This is an optimization exercise on Yosys and OpenROAD, whose aim is small area, not a production implementation. Only simulation tests tie the RTL to the original design; equivalence was not proved.

$ cat design.v
module LZdetect2(
	IN,
	VALID,
	POSITION
);
	input [1:0] IN;
	output VALID, POSITION;
	assign VALID = IN[1] | IN[0];
	assign POSITION = ~IN[1];
endmodule
module LZdetect4(
	IN,
	VALID,
	POSITION
);
	input [3:0] IN;
	output VALID;
	output [1:0] POSITION;
	wire V_Upper, V_Lower, P_Upper, P_Lower;
	LZdetect2 u32 (IN[3:2], V_Upper, P_Upper);
	LZdetect2 u10 (IN[1:0], V_Lower, P_Lower);
	assign VALID = V_Upper | V_Lower;
	assign POSITION[1] = ~V_Upper;
	assign POSITION[0] = V_Upper? P_Upper : P_Lower;
endmodule
module LZdetect8(
	IN,
	VALID,
	POSITION
);
	input [7:0] IN;
	output VALID;
	output [2:0] POSITION;
	wire V_Upper, V_Lower;
	wire [1:0] P_Upper, P_Lower;
	LZdetect4 u32 (IN[7:4], V_Upper, P_Upper);
	LZdetect4 u10 (IN[3:0], V_Lower, P_Lower);
	assign VALID = V_Upper | V_Lower;
	assign POSITION[2] = ~V_Upper;
	assign POSITION[1:0] = V_Upper? P_Upper : P_Lower;
endmodule
module FP_MUL(
	input [15:0] opA_i, opB_i,
	output [15:0] MUL_o
);
	reg SIGN_A, SIGN_B;  
	reg [4:0] EXPO_A, EXPO_B;  
	reg [9:0] MANT_A, MANT_B;  
	reg Sign;  
	reg [4:0] Exponent;  
	reg [9:0] Mantisa;  
	reg [10:0] Mant_val_A, Mant_val_B;  
	reg signed [6:0] Expo_result;  
	reg signed [6:0] Expo_shifted;  
	reg [21:0] Mant_result;  
	reg [32:0] Mant_rounded;  
	reg signed [6:0] Expo_shifted_plus_10;  
	reg [5:0] denorm_round_ind;  
	reg [5:0] round_bit_ind;  
	wire [2:0] zero_count1[0:2];  
	wire valid1[0:2];  
	reg [4:0] zero_detected1;  
	reg [4:0] zero_index;  
	wire [2:0] zero_count2[0:2];  
	wire valid2[0:2];  
	reg [4:0] zero_detected2;  
	reg denorm;  
	reg round_bit;  
	reg [32:0] round_val;  
	integer count;  
	reg [15:0] mul_out;  
	reg [72:0] Mant_rounded_den;
	reg unsigned [5:0] denorm_ind;  
	reg Ex_A_den, Ex_B_den;
	always @(*) begin
		SIGN_A = opA_i[15];  
		SIGN_B = opB_i[15];
		EXPO_A = opA_i[14:10];  
		EXPO_B = opB_i[14:10];	
		MANT_A = opA_i[9:0];  
		MANT_B = opB_i[9:0];
	end
	always @* begin
		if (EXPO_A == 5'b00000) Ex_A_den = 1;
		else Ex_A_den = 0;
		if (EXPO_B == 5'b00000) Ex_B_den = 1;
		else Ex_B_den = 0;
	end
	always @* begin
		Sign = SIGN_A ^ SIGN_B;  
	end
	always @* begin
		Expo_result = {1'b0, EXPO_A} + {1'b0, EXPO_B} - 15;  
	end
	always @(*)begin
		if (EXPO_A == 0) Mant_val_A = {1'b0, MANT_A};  
		else Mant_val_A = {1'b1, MANT_A};  
		if (EXPO_B == 0) Mant_val_B = {1'b0, MANT_B};  
		else Mant_val_B = {1'b1, MANT_B};  
	end
	always @* begin
		Mant_result = Mant_val_A * Mant_val_B;
	end
	LZdetect8 u1(.IN(Mant_result[21:14]), .VALID(valid1[0]), .POSITION(zero_count1[0]));  
	LZdetect8 u2(.IN(Mant_result[13:6]), .VALID(valid1[1]), .POSITION(zero_count1[1]));  
	LZdetect8 u3(.IN({Mant_result[5:0], 2'b00}), .VALID(valid1[2]), .POSITION(zero_count1[2]));  
	LZdetect8 u11(.IN(Mant_rounded[32:25]), .VALID(valid2[0]), .POSITION(zero_count2[0]));  
	LZdetect8 u12(.IN(Mant_rounded[24:17]), .VALID(valid2[1]), .POSITION(zero_count2[1]));  
	LZdetect8 u13(.IN({Mant_rounded[16:9]}), .VALID(valid2[2]), .POSITION(zero_count2[2]));  
	always @(*)begin
		if (valid1[0] == 1) zero_detected1 = zero_count1[0];
		else if (valid1[1] == 1) zero_detected1 = zero_count1[1] + 8;
		else if (valid1[2] == 1) zero_detected1 = zero_count1[2] + 16;
		else zero_detected1 = 5'b11111;  
		if (valid2[0] == 1) zero_detected2 = zero_count2[0];
		else if (valid2[1] == 1) zero_detected2 = zero_count2[1] + 8;
		else if (valid2[2] == 1) zero_detected2 = zero_count2[2] + 16;
		else zero_detected2 = 5'b11111;
	end
	always @*begin
		zero_index = 21-zero_detected1;
	end
	always @*begin
		Expo_shifted = Expo_result + 1 - zero_detected1 + Ex_A_den + Ex_B_den;
		Expo_shifted_plus_10 = Expo_shifted + 10;
	end
	always @(*) begin
		if (EXPO_A == 5'b11111 || EXPO_B == 5'b11111) begin  
			Exponent = 5'b11111;
			denorm = 0;
		end else if(zero_detected1 == 0) begin  
			if (Expo_result + 1 >= 31) begin  
				Exponent = 5'b11111;  
			end else begin  
				Exponent = Expo_result + 1;  
			end
			denorm = 0;
		end else if (Expo_shifted > 0) begin  
			Exponent = Expo_shifted;
			denorm = 0;
		end else begin
			Exponent = 5'b00000;
			denorm = 1;
		end
	end
	always @*begin
		denorm_round_ind = 21-zero_detected1-Expo_shifted+1;
		round_bit_ind = 21-zero_detected1 - 10 - Expo_shifted;
	end
	always @(*) begin
		round_bit = 1'b0;
		count = 0;
		round_val = 33'b0;
		if (denorm == 1) begin  
			if (zero_index < Expo_shifted_plus_10) begin  
				Mant_rounded = {1'b0, Mant_result, 10'b0};
			end else begin 
				round_bit = Mant_result[round_bit_ind];
				for (count = 0; count < 33; count++)begin
					if (count == denorm_round_ind) round_val[count] = 1;
					else round_val[count] = 0;
				end
				Mant_rounded = {1'b0, Mant_result, 10'b0} + ((round_bit == 0)? {32'b0}:round_val);
			end
		end else if (21-zero_detected1 < 11) begin  
			Mant_rounded = {1'b0, Mant_result, 10'b0};  
		end else begin  
			round_bit = Mant_result[21-zero_detected1-11];  
			for (count = 0; count < 33; count++)begin
				if (count == 21-zero_detected1) round_val[count] = 1;
				else round_val[count] = 0;
			end
			Mant_rounded = {1'b0, Mant_result, 10'b0} + ((round_bit == 0)? {32'b0}:round_val);
		end
	end
	always @*begin
		Mant_rounded_den = {31'b0, Mant_rounded, 9'b0};
	end
	always @*begin
		denorm_ind = 32 - zero_detected2 - Expo_shifted;
	end
	always @(*) begin
		if (zero_detected1 == 5'b11111) begin  
			Mantisa = 10'b0000_0000_00;
		end else if (denorm == 1) begin  
			Mantisa = Mant_rounded_den[denorm_ind + 9 -: 10];
		end else begin  
			Mantisa = Mant_rounded_den[32 - zero_detected2 - 1 + 9 -: 10];
		end
	end
	always @(*) begin
		if (EXPO_A != 5'b11111 && EXPO_B != 5'b11111) mul_out = {Sign, Exponent, Mantisa};  
		else mul_out = 16'b0_11111_0000000000;  
	end
	assign MUL_o = mul_out;
endmodule
module FP_ADD(
	input [15:0] opA_i, opB_i,
	output [15:0] ADD_o
);
	reg SIGN_A, SIGN_B;  
	reg [4:0] EXPO_A, EXPO_B;  
	reg [9:0] MANT_A, MANT_B;  
	reg Sign;  
	reg [4:0] Exponent;  
	reg [9:0] Mantisa;  
	reg [21:0] Mant_val_A, Mant_val_B;  
	reg [21:0] Mant_A_shifted, Mant_B_shifted;  
	reg [21:0] Mant_result;  
	reg [41:0] Mant_rounded;  
	reg [4:0] Expo_result;  
	reg signed [6:0] Expo_shifted;  
	reg signed [6:0] Expo_shifted_plus_10;  
	reg [5:0] denorm_round_ind;  
	reg [5:0] round_bit_ind;  
	reg [1:0] AB_abs;  
	reg [1:0] AB_sign;  
	parameter AB_same = 2'b00, A_bigger_B = 2'b01, B_bigger_A = 2'b10;  
	parameter nA_nB = 2'b00, nA_pB = 2'b01, pA_nB = 2'b10, pA_pB = 2'b11;  
	wire [2:0] zero_count[0:2];  
	wire valid[0:2];  
	reg [4:0] zero_detected;  
	reg [4:0] zero_index;  
	reg denorm;  
	reg unsigned [5:0] denorm_ind;  
	reg round_bit;  
	reg [41:0] round_val;  
	integer count;  
	wire [72:0] Mant_rounded_pad;
	reg [15:0] add_out;  
	always @(*) begin
		SIGN_A = opA_i[15];  
		SIGN_B = opB_i[15];
		EXPO_A = opA_i[14:10];  
		EXPO_B = opB_i[14:10];	
		MANT_A = opA_i[9:0];  
		MANT_B = opB_i[9:0];
	end
	always @*begin
		if (EXPO_A == 0) Mant_val_A = {2'b00, MANT_A, 10'b0};  
		else Mant_val_A = {1'b0, 1'b1, MANT_A, 10'b0};  
		if (EXPO_B == 0) Mant_val_B = {2'b00, MANT_B, 10'b0};  
		else Mant_val_B = {1'b0, 1'b1, MANT_B, 10'b0};  
	end
	always @*begin
		if (EXPO_A == EXPO_B)begin  
			Mant_A_shifted = Mant_val_A;
			Mant_B_shifted = Mant_val_B;
		end else if (EXPO_A > EXPO_B)begin
			Mant_A_shifted = Mant_val_A;
			Mant_B_shifted = Mant_val_B >> (EXPO_A - EXPO_B);
		end else begin
			Mant_A_shifted = Mant_val_A >> (EXPO_B - EXPO_A);
			Mant_B_shifted = Mant_val_B;
		end
	end
	always @*begin
		if (EXPO_A == EXPO_B)begin  
			Expo_result = EXPO_A;
			if (Mant_A_shifted == Mant_B_shifted) AB_abs = AB_same;
			else if (Mant_A_shifted > Mant_B_shifted) AB_abs = A_bigger_B;
			else AB_abs = B_bigger_A;
		end else if (EXPO_A > EXPO_B)begin
			Expo_result = EXPO_A;
			AB_abs = A_bigger_B;
		end else begin
			Expo_result = EXPO_B;
			AB_abs = B_bigger_A;
		end
	end
	always @*begin
		if (SIGN_A == 1'b1 && SIGN_B == 1'b1) AB_sign = nA_nB;
		else if (SIGN_A == 1'b1 && SIGN_B == 1'b0) AB_sign = nA_pB;
		else if (SIGN_A == 1'b0 && SIGN_B == 1'b1) AB_sign = pA_nB;
		else AB_sign = pA_pB;
	end
	always @*begin
		Sign = 1'b0;
		Mant_result = 22'b0;
		case(AB_sign)
			nA_nB : begin
				Sign = 1'b1;
				Mant_result = Mant_A_shifted + Mant_B_shifted;
			end
			nA_pB : begin
				case(AB_abs)
					AB_same : begin
						Sign = 1'b0;
						Mant_result = 22'b0;
					end
					A_bigger_B : begin
						Sign = 1'b1;
						Mant_result = Mant_A_shifted - Mant_B_shifted;
					end
					B_bigger_A : begin
						Sign = 1'b0;
						Mant_result = Mant_B_shifted - Mant_A_shifted;
					end
				endcase
			end
			pA_nB : begin
				case(AB_abs)
					AB_same : begin
						Sign = 1'b0;
						Mant_result = 22'b0;
					end
					A_bigger_B : begin
						Sign = 1'b0;
						Mant_result = Mant_A_shifted - Mant_B_shifted;
					end
					B_bigger_A : begin
						Sign = 1'b1;
						Mant_result = Mant_B_shifted - Mant_A_shifted;
					end
				endcase
			end
			pA_pB : begin
				Sign = 1'b0;
				Mant_result = Mant_A_shifted + Mant_B_shifted;
			end
		endcase
	end
	LZdetect8 u1(.IN(Mant_result[21:14]), .VALID(valid[0]), .POSITION(zero_count[0]));  
	LZdetect8 u2(.IN(Mant_result[13:6]), .VALID(valid[1]), .POSITION(zero_count[1]));  
	LZdetect8 u3(.IN({Mant_result[5:0], 2'b00}), .VALID(valid[2]), .POSITION(zero_count[2]));  
	always @(*)begin
		if (valid[0] == 1) zero_detected = zero_count[0];
		else if (valid[1] == 1) zero_detected = zero_count[1] + 8;
		else if (valid[2] == 1) zero_detected = zero_count[2] + 16;
		else zero_detected = 5'b11111;  
	end
	always @*begin
		zero_index = 21-zero_detected;
	end
	always @*begin
		Expo_shifted = Expo_result + 1 - zero_detected;
		Expo_shifted_plus_10 = Expo_shifted + 10;
	end
	always @(*) begin
		if (EXPO_A == 5'b11111 || EXPO_B == 5'b11111) begin  
			Exponent = 5'b11111;
			denorm = 0;
		end else if (zero_detected == 0) begin  
			if (Expo_result + 1 >= 31) begin  
				Exponent = 5'b11111;  
			end else begin  
				Exponent = Expo_result + 1;  
			end
			denorm = 0;
		end else if (Expo_shifted > 0) begin  
			Exponent = Expo_shifted;
			denorm = 0;
		end else begin
			Exponent = 5'b00000;
			denorm = 1;
		end
	end
	always @*begin
		denorm_round_ind = 21-zero_detected-Expo_shifted+1;
		round_bit_ind = 21-zero_detected - 10 - Expo_shifted;
	end
	always @(*) begin
		round_bit = 1'b0;
		count = 0;
		round_val = 42'b0;
		if (denorm == 1)begin  
			if (zero_index < Expo_shifted_plus_10) begin  
				Mant_rounded = {10'b0, Mant_result, 10'b0};
			end else begin 
				round_bit = Mant_result[round_bit_ind];
				for (count = 0; count < 42; count++)begin
					if (count == denorm_round_ind) round_val[count] = 1;
					else round_val[count] = 0;
				end
				Mant_rounded = {10'b0, Mant_result, 10'b0} + ((round_bit == 0)? {42'b0}:round_val);
			end
		end else if (21-zero_detected < 11) begin  
			Mant_rounded = {10'b0, Mant_result, 10'b0};  
		end else begin  
			round_bit = Mant_result[21-zero_detected-11];  
			for (count = 0; count < 42; count++)begin
				if (count == 21-zero_detected) round_val[count] = 1;
				else round_val[count] = 0;
			end
			Mant_rounded = {10'b0, Mant_result, 10'b0} + ((round_bit == 0)? {32'b0}:round_val);
		end
	end
	assign Mant_rounded_pad = {22'b0, Mant_rounded, 9'b0};
	always @*begin
		denorm_ind = 21 - zero_detected + 20 - Expo_shifted - 1;
	end
	always @(*) begin
		if (zero_detected == 5'b11111) begin  
			Mantisa = 10'b0000_0000_00;
		end else if (denorm == 1) begin  
			Mantisa = Mant_rounded_pad[denorm_ind + 9 -: 10];
		end else begin  
			Mantisa = Mant_rounded[21 - zero_detected + 10 - 1 -: 10];  
		end
	end
	always @(*) begin
		if (EXPO_A != 5'b11111 && EXPO_B != 5'b11111) add_out = {Sign, Exponent, Mantisa};  
		else add_out = 16'b0_11111_0000000000;  
	end
	assign ADD_o = add_out;
endmodule
module FP_MAC(
	input clk, 
	input reset_n, 
	input val_MAC, 
	input enA, enB, 
	input [15:0] opA, opB,
	input enADD, 
	input [15:0] opADD, 
	output val_o, 
	output [15:0] out_o
);
	reg [15:0] Ain_r0, Bin_r0;
	reg [15:0] ADDin_r1;
	wire [15:0] mul_out, sum_out;
	reg [15:0] mul_r1;
	reg val_AB;
	reg val_out;
	always @(posedge clk or negedge reset_n) begin
		if (~reset_n) begin
			Ain_r0 <= 0;
			Bin_r0 <= 0;
		end else begin
			if (enA == 1 && val_MAC == 1) Ain_r0 <= opA;
			else Ain_r0 <= Ain_r0;
			if (enB == 1 && val_MAC == 1) Bin_r0 <= opB;
			else Bin_r0 <= Bin_r0;
		end
	end
	FP_MUL u1(.opA_i(Ain_r0), .opB_i(Bin_r0), .MUL_o(mul_out));
	always @(posedge clk or negedge reset_n) begin
		if (~reset_n) begin
			mul_r1 <= 0;
			ADDin_r1 <= 0;
		end else begin
			mul_r1 <= mul_out;
			if(enADD == 1 && val_MAC == 1) ADDin_r1 <= opADD;
			else ADDin_r1 <= 16'b0;
		end
	end
	FP_ADD u2(.opA_i(mul_r1), .opB_i(ADDin_r1), .ADD_o(sum_out));
	assign out_o = sum_out;
	always @(posedge clk or negedge reset_n)begin
		if (~reset_n) begin
			val_AB <= 0;
			val_out <= 0;
		end else begin
			if (enA == 1 && enB == 1 && val_MAC == 1) val_AB <= 1;
			else val_AB <= 0;
			if (val_AB == 1 && enADD == 1 && val_MAC == 1) val_out <= 1;
			else val_out <= 0;
		end
	end
	assign val_o = val_out;
endmodule
module macrow4(
	input clk, 
	input reset_n, 
	input enX, 
	input [3:0] enW, 
	input [15:0] X_i, W_i,
	output valid_o, 
	output [15:0] Y_o
);
	parameter w3 = 4'b1000, w2 = 4'b0100, w1 = 4'b0010, w0 = 4'b0001;
	reg [15:0] Xin;
	reg [15:0] Win[0:3];
	integer i;
	reg enA[0:3];
	reg enB[0:3];
	reg enADD[0:3];
	wire [15:0] Wout[0:3];
	reg val_to[0:3];
	wire val_from[0:3];
	reg [3:0] count;
	parameter mac0 = 4'b0000, mac1 = 4'b1000, mac2 = 4'b0100, mac3 = 4'b0010, mac4 = 4'b0001;
	always @(posedge clk or negedge reset_n)begin
		if (~reset_n) Xin <= 0;
		else if (enX == 1) Xin <= X_i;
		else Xin <= Xin;
	end
	always @(posedge clk or negedge reset_n)begin
		if (~reset_n) begin
			for (i = 0; i < 4; i = i + 1) Win[i] <= 0;
		end else begin
			case(enW)
				w0: Win[0] <= W_i;
				w1: Win[1] <= W_i;
				w2: Win[2] <= W_i;
				w3: Win[3] <= W_i;
			endcase
		end
	end
	always @(posedge clk or negedge reset_n)begin
		if (~reset_n) begin
			for (i = 0; i < 4; i = i + 1) begin
				enA[i] <= 0;
				enB[i] <= 0;
				enADD[i] <= 0;
				val_to[i] <= 0;
			end
			count <= 0;
		end else if (enX == 1) begin
			case(count)
				mac0: begin
					enA[0] <= 1;
					enB[0] <= 1;
					enADD[0] <= 1;
					val_to[0] <= 1;
					count <= mac1;
				end
				mac1: begin
					enA[1] <= 1;
					enB[1] <= 1;
					enADD[1] <= 1;
					val_to[1] <= 1;
					count <= mac2;
				end
				mac2: begin
					enA[2] <= 1;
					enB[2] <= 1;
					enADD[2] <= 1;
					val_to[2] <= 1;
					count <= mac3;
				end
				mac3: begin
					enA[3] <= 1;
					enB[3] <= 1;
					enADD[3] <= 1;
					val_to[3] <= 1;
					count <= mac4;
				end
				mac4: count <= mac4;
			endcase
		end
	end
	FP_MAC u1(.clk(clk),  .reset_n(reset_n), .val_MAC(val_to[0]), .enA(enA[0]), .enB(enB[0]), .opA(Xin), .opB(Win[0]), .enADD(enADD[0]), .opADD(16'b0), .val_o(val_from[0]), .out_o(Wout[0]));
	FP_MAC u2(.clk(clk),  .reset_n(reset_n), .val_MAC(val_to[1]), .enA(enA[1]), .enB(enB[1]), .opA(Xin), .opB(Win[1]), .enADD(enADD[1]), .opADD(Wout[0]), .val_o(val_from[1]), .out_o(Wout[1]));
	FP_MAC u3(.clk(clk),  .reset_n(reset_n), .val_MAC(val_to[2]), .enA(enA[2]), .enB(enB[2]), .opA(Xin), .opB(Win[2]), .enADD(enADD[2]), .opADD(Wout[1]), .val_o(val_from[2]), .out_o(Wout[2]));
	FP_MAC u4(.clk(clk),  .reset_n(reset_n), .val_MAC(val_to[3]), .enA(enA[3]), .enB(enB[3]), .opA(Xin), .opB(Win[3]), .enADD(enADD[3]), .opADD(Wout[2]), .val_o(val_from[3]), .out_o(Wout[3]));
	assign valid_o = val_from[3];
	assign Y_o = Wout[3];
endmodule
$ cat constraint.sdc
create_clock -name core_clock -period 24.0 [get_ports {clk}]
set_input_delay 4.8000 -clock core_clock [delete_from_list [all_inputs] [get_ports {clk}]]
set_output_delay 4.8000 -clock core_clock [all_outputs]
set_load 0.01 [all_outputs]
$ cat config.mk
export PLATFORM = sky130hd
export DESIGN_NAME = macrow4
export DESIGN_NICKNAME = macrow4
export VERILOG_FILES = /design/flow/design.v
export SDC_FILE = /design/flow/constraint.sdc
export NUM_CORES = 4
export LEC_CHECK = 0
export CAP_MARGIN = 20
export CORE_MARGIN = 2
export CORE_UTILIZATION = 40
export SLEW_MARGIN = 20
$ cat run.sh
#!/bin/bash
# synth_recipe.tcl (not shown) runs the flow's synth.tcl, then flattens the netlist and writes it again
# the make line also repeats each setting of config.mk as NAME=value (left out here)
make -C /OpenROAD-flow-scripts/flow DESIGN_CONFIG=/design/flow/config.mk WORK_HOME=/design/flow/orfs CLKGATE_MAP_FILE= SYNTH_SCRIPT=/design/flow/synth_recipe.tcl finish
==> summary.txt <==
Layout
The number of flip-flops in the largest register is 64. Cells fill 42.37% of the core in the end. Compared with the post-synthesis result, the final layout area differs by 5.305%. The share of final-layout standard cells stronger than drive strength 1 is 8.102%. Counting flops per register, the top entry is Win. The area occupied by multi-input gates is 0.1034 mm^2. The layout net count is 17,664. The area of all sequential standard cells is 0.008262 mm^2. Counting the fill cells in the layout gives 30,764.

STA
The worst path in the final design needs a cycle of 22,800 ps, including I/O delays and setup. The highest achievable clock rate is 43.86 MHz. The worst-case hold slack is 449.7 ps.

The setup skew after layout is 91.64 ps. The slew at the pin with the worst max-slew slack is 1142 ps. The share of the clock period used by the worst path is 94.99%. The total count of hold-check failures in the final report was 0. The final-report max-slew violation count came to 0.

Headroom to the max-slew limit came out at 23.35%. The number of endpoints failing setup at the final stage is 0. Setup repair after global routing left no endpoint under its margin. The final total negative setup slack is 0 ps.

Synthesis
sky130_fd_sc_hd__ha_1 takes more of the synthesized area than any other cell. The leading register cell type out of synthesis is sky130_fd_sc_hd__dfrtp_1. The post-synthesis sequential area ratio is 6.909%. The compound-cell area share of the yosys netlist is 27.36%. The synthesized netlist devotes 19.00% of its cell area to adder and majority cells.

Summing the areas of all xor and xnor instances in the mapped netlist gives 5.347% of the synthesized area. Counting flops with a built-in enable in the synthesized netlist gives 0. The post-synthesis cell type count is 148.

The largest family of logic cells by synthesized area is compound AO/OA/AOI/OAI gates. The synthesized-area fraction occupied by and/or/nand/nor cells is 23.78%. The synthesized cell area is 0.1195 mm^2. Yosys attributes the largest share of cell area to sky130_fd_sc_hd__ha_1, sky130_fd_sc_hd__dfrtp_1, sky130_fd_sc_hd__fa_1. The share of synthesized area spent on multiplexers is 10.59%. By instance count, the leading cell after synthesis is sky130_fd_sc_hd__nand2_1. Ranked by instance count, the synthesized netlist is headed by sky130_fd_sc_hd__nand2_1, sky130_fd_sc_hd__nor2_1, sky130_fd_sc_hd__inv_1. The synthesized area per cell is 7.238 um^2. During synthesis, Yosys emitted a total of 14 warnings. The number of synthesized register bits is 330. The top cell type's share of synthesized area is 12.41%. After synthesis, the share of flip-flops with an asynchronous set or reset is 100.0%. After technology mapping, the gate count stands at 16,514.

Setup path
The worst-path cell with the longest stage delay is sky130_fd_sc_hd__clkdlybuf4s50_1. Data on the critical path is required at its endpoint by 19,200 ps. The most numerous cell type found on the critical path is sky130_fd_sc_hd__ha_1. The worst setup path is of the register to primary output kind. The element type at the critical path end is a primary output. For this run, the slowest stage of the critical path takes 530 ps. For the worst setup path, the data arrival time is 18,000 ps. Counting cells, the worst reg-to-reg path comes to 64. The nature of the critical path startpoint is a register.

In this run the worst path has a maximum fanout of 20.

Drt
The final layout contains routed wiring with a total length of 447,400 um. The via count is 126,395. The number of DRC violations after detailed routing is 0.

The detail route stage leaves a number of antenna-violating nets equal to 0. The routed via count divided by cell count is 6.312. The detailed router finished its first iteration with 14,025 violations.

The first detailed-routing pass took 9 iterations. Dividing the detail-routed wire length by the instance count gives 22.34 um.

Clocking
For the worst-skew pair, the clock arrives at the later sink with an insertion delay of 700 ps. The number of buffers inserted during clock tree synthesis is 44. The TritonCTS clock tree is done. The tree is rooted in a sky130_fd_sc_hd__clkbuf_16.

After clock tree synthesis, the clock-pin slew on the worst setup and hold paths is 60 ps. The maximum level of the CTS H-tree is 2. Clock tree synthesis found a total of 330 sinks. The longest clock path from root to sink contains 3 buffers. After clock tree synthesis, the flow added hold-fix buffers numbering 0.

Floorplan
The I/O pin count is 56. The core footprint is 0.2970 mm^2. After floorplanning, the core was divided into 200 placement rows. For this configuration, the core starts out at a cell density of 40.24%. From left edge to right edge, the die measures 550.6 um.

The floorplan die area is 0.3032 mm^2. The die height is 550.6 um.

Worst hold path
The worst min-delay path class is register to register. The instance count along the most critical hold path is 1.

Place
In this run the tool buffered the top-level ports with 55 buffer cells. Routability-driven placement finished with a final weighted congestion of 1.012. The HPWL after detailed placement is 353,400 um.

Job
The max-capacitance violation count is 0.

GRT
Global routing used 28.38% of the available tracks across all layers. The global-route wire length before repair is 695,400 um. The initial antenna violation count is 10.

For this run the aggregate overflow at the end of global routing stands at 0. Entering global routing, the biggest net connects 161 pins. The number of global-route vias before repair is 117,462.

Status
The flow ran to the end and the layout has no timing, DRC or antenna violations.
==> metrics by stage <==
step	std cells	setup slack (ps)	instance area (um^2)
2_1_floorplan	16521	3915	119500
6_report	20026	1202	125900
4_1_cts	20014	204.3	125700
3_5_place_dp	19934	1068	124200
3_3_place_gp	19933	1243	124200
5_1_grt	20023	26.01	125900
==> logic make-up after synthesis <==
family	Yosys count
AOI/OAI and AO/OA	4812
DFF	330
adders and majority gates	1581
buffers and inverters	2193
xor gates and xnor gates	686
and+or+nand+nor	5961
other	2
muxes	949
==> layout make-up <==
cell class | instances | area share, %
timing repair buffer | 352 | 2.219
sequential | 330 | 6.564
inverter | 1323 | 3.946
clock inverter | 22 | 0.2247
clock buffer | 58 | 0.9643
antenna | 4 | 0.007953
multi-input combinational | 13998 | 82.16
tap | 3939 | 3.916
==> per-layer routing <==
metal	global-route usage, %	vias to the layer above	wire length (um)
li1	-	59308	-
met1	39.13	60411	195000
met2	44.95	5748	198300
met3	3.229	920	34470
met4	11.42	8	19580
met5	0	-	46
==> final timing paths <==
kind / startpoint / to / slack, ps
setup / recovery: u4.mul_r1[11] / Y_o[5] / 1200
hold / removal: Win[2][3] / u3.Bin_r0[3] / 450
setup reg to reg: u3.Bin_r0[11] / u3.mul_r1[5] / 2600
hold reg to reg: Win[2][3] / u3.Bin_r0[3] / 450
max in group asynchronous: reset_n / Win[2][3] / 17100
min in group asynchronous: reset_n / u3.ADDin_r1[0] / 4080
==> placed cells by master, fill, tap and decap left out, drive strengths merged, types with 185 or more instances in the layout <==
cell type  netlist  final
buf            135    297
dfrtp          330    330
nand2         1681   1681
nor3           552    552
xor2           226    226
o211ai         226    226
inv           1297   1306
a21o           283    283
mux4           221    221
nand3          441    441
nor2          1617   1617
a21oi         1101   1101
mux2           315    315
ha            1185   1185
mux2i          413    413
and2           432    432
o21a           185    185
xnor2          449    449
a211oi         255    255
fa             391    391
o21ai          984    984
==> worst max-delay path, delay by kind of cell (launching register included) <==
kind	cells	cell delay, ps
multiplexers	2	400
AO/OA/AOI/OAI	28	6310
buffers and inverters	13	2360
XOR/XNOR	3	640
AND/OR/NAND/NOR	26	4260
flip-flops	1	500
adder cells (fa/ha/maj)	8	2760
==> what timing repair did <==
item	4_1_cts	5_1_grt
gates resized for setup	0	25
setup endpoints to repair	0	10
setup buffers	0	6

[separate check: timing with driven ports]
The results above use ideal ports. As a check the final layout listed here was re-extracted and re-timed, cells and wires unchanged.
Step 1, drivers: a clkbuf_16 drives clk and a buf_2 each remaining input, both assumed.
Step 2 also shifts input and output timing later by t, the mid clock arrival at the registers, as if the neighbouring blocks saw the same clock.
Three values: ideal ports, drivers, drivers and shift; two values: the first two.
t (ns): 0.743
setup slack, ns: 1.202 / 1.108 / 1.851
slew at the worst register clock pin (ns): 0.09 / 0.09
worst slew at a driven data input, ns: 0.21
After both steps setup and hold are still met in this run. The setup slack of this run moves by -0.094 ns with the drivers and by +0.649 ns with both steps.
